From an optimization exercise on the open Yosys and OpenROAD flow, aimed at small area and a short achievable clock period; shortcuts taken in it are not production practice.
At most, simulation tests tie the RTL to the original design; equivalence was not proved.
Power and IR drop assume default switching activity.

==> flow/design.v (excerpt) <==
module alu #(
    parameter INST_W = 4,
    parameter INT_W  = 6,
    parameter FRAC_W = 10,
    parameter DATA_W = INT_W + FRAC_W
)(
    input                      i_clk,
    input                      i_rst_n,
    input                      i_in_valid,
    output                     o_busy,
    input         [INST_W-1:0] i_inst,
    input  signed [DATA_W-1:0] i_data_a,
    input  signed [DATA_W-1:0] i_data_b,
    output                     o_out_valid,
    output        [DATA_W-1:0] o_data
);
Size in the first run: ~2,300 cells after synthesis, roughly 530 flip-flops, about 57 I/O pins, about 27,000 um^2 of cells after synthesis.
clock: 8.5 ns
lec_check: 0
abc_clock_period_in_ps: 3500
cap_margin: 20
core_margin: 2
core_utilization: 50
setup_slack_margin: 5
slew_margin: 20
run.sh (not shown) runs the stock make flow with config.mk's settings and CLKGATE_MAP_FILE= SYNTH_SCRIPT=/design/flow/synth_recipe.tcl, a recipe that flattens the netlist after the stock synthesis.
Change:
--- a/flow/design.v
+++ b/flow/design.v
@@ -617,23 +617,51 @@
     assign fc228 = (mr[94] & fc174) | (mr[94] & fs175) | (fc174 & fs175);
     assign fs229 = mr[98] ^ fc176 ^ fs177;
     assign fc230 = (mr[98] & fc176) | (mr[98] & fs177) | (fc176 & fs177);
     assign fs231 = mr[101] ^ fc178 ^ fs179;
     assign fc232 = (mr[101] & fc178) | (mr[101] & fs179) | (fc178 & fs179);
     assign fs233 = mr[102] ^ mr[103] ^ fc180;
     assign fc234 = (mr[102] & mr[103]) | (mr[102] & fc180) | (mr[103] & fc180);
     assign hs235 = 1'b1 ^ mr[104];
     assign hc236 = 1'b1 & mr[104];
     wire [31:0] pr_a = {1'b1, mr[105], hs235, fs233, fs231, fs229, fs227, fs225, fs223, fs221, fs219, fs217, fs215, fs213, fs211, fs209, fs207, fs205, fs203, fs201, fs199, fs197, fs195, fs193, fs191, fs189, fs187, fs185, hs183, mr[5], mr[2], mr[0]};
     wire [31:0] pr_b = {1'b0, hc236, fc234, fc232, fc230, fc228, fc226, fc224, fc222, fc220, fc218, fc216, fc214, fc212, fc210, fc208, fc206, fc204, fc202, fc200, fc198, fc196, fc194, fc192, fc190, fc188, fc186, hc184, hc182, hs181, 1'b0, mr[1]};
-    wire [25:0] lo  = {1'b0, pr_a[24:0]} + {1'b0, pr_b[24:0]};
+    wire [24:0] kg0 = pr_a[24:0] & pr_b[24:0];
+    wire [24:0] kp0 = pr_a[24:0] ^ pr_b[24:0];
+    wire [24:0] kg1, kp1;
+    assign kg1[0:0] = kg0[0:0];
+    assign kp1[0:0] = kp0[0:0];
+    assign kg1[24:1] = kg0[24:1] | (kp0[24:1] & kg0[23:0]);
+    assign kp1[24:1] = kp0[24:1] & kp0[23:0];
+    wire [24:0] kg2, kp2;
+    assign kg2[1:0] = kg1[1:0];
+    assign kp2[1:0] = kp1[1:0];
+    assign kg2[24:2] = kg1[24:2] | (kp1[24:2] & kg1[22:0]);
+    assign kp2[24:2] = kp1[24:2] & kp1[22:0];
+    wire [24:0] kg3, kp3;
+    assign kg3[3:0] = kg2[3:0];
+    assign kp3[3:0] = kp2[3:0];
+    assign kg3[24:4] = kg2[24:4] | (kp2[24:4] & kg2[20:0]);
+    assign kp3[24:4] = kp2[24:4] & kp2[20:0];
+    wire [24:0] kg4, kp4;
+    assign kg4[7:0] = kg3[7:0];
+    assign kp4[7:0] = kp3[7:0];
+    assign kg4[24:8] = kg3[24:8] | (kp3[24:8] & kg3[16:0]);
+    assign kp4[24:8] = kp3[24:8] & kp3[16:0];
+    wire [24:0] kg5, kp5;
+    assign kg5[15:0] = kg4[15:0];
+    assign kp5[15:0] = kp4[15:0];
+    assign kg5[24:16] = kg4[24:16] | (kp4[24:16] & kg4[8:0]);
+    assign kp5[24:16] = kp4[24:16] & kp4[8:0];
+    wire [25:0] kc  = {kg5, 1'b0};             
+    wire [25:0] lo  = {kc[25], kp0 ^ kc[24:0]};
     wire        c25 = lo[25];
     wire [6:0]  ha_ = pr_a[31:25], hb_ = pr_b[31:25];
     wire [6:0]  hx  = ha_ ^ hb_;
     wire        z0  = &(hx[6:1] ~^ (ha_[5:0] | hb_[5:0]));    
     wire        z1  = &(~hx[6:1] ~^ (ha_[5:0] & hb_[5:0]));   
     wire        ok0 = (z0 & ~hx[0]) | (z1 & hx[0]);           
     wire        ok1 = (z0 & hx[0]) | (z1 & ~hx[0]);           
     wire        mul_ok = c25 ? ok1 : ok0;
     wire        p25 = hx[0] ^ c25;
     wire        p26 = hx[1] ^ ((ha_[0] & hb_[0]) | (hx[0] & c25));
     wire        mul_sgn = xa[15] ^ y_r[15];    
The new run ran to the end with no violations.
Final cell count is about the same.
Routed wire length decreases by 1.0%.
Power climbs by about 0.6%.
Setup slack gets better by 0.48 ns.
Global-route usage goes down by 0.14 points.
First-iteration DRC count went up by about 2.6%.
Synthesized area climbs by 0.32%.
Die area rises by 0.31%.
Via count shrinks by 1.7%.
No functional check of the RTL was part of the first run of this note.

## port drivers added, routing unchanged
No port has a modelled driver above. Below, the same layouts with a new extraction and two added sets of constraints.
Step 1: set_driving_cell puts a clkbuf_16 on i_clk and a buf_2 on each other input, an assumption about the parent block.
Step 2 adds t to the input delays and takes it off the output delays; t is the mean of the earliest and latest rising clock arrival at the registers after step 1. Input paths then give back, and output paths get back, about the clock's delay inside the block.
Slacks: no drivers / after step 1 / after step 2; pairs: no drivers / after step 1.
run | t, ns | setup slack, ns | clock arrival spread, ns | slew at the worst register clock pin (ns)
the first run | 0.676 | 4.283 / 4.283 / 4.231 | 0.043 / 0.043 | 0.07 / 0.07
the second run | 0.666 | 4.762 / 4.762 / 4.264 | 0.040 / 0.040 | 0.07 / 0.07
After both steps setup and hold are still met in every run listed. For the second run, which loses most, drivers alone change the setup slack by 0.000 ns; drivers and shift together by -0.498 ns.
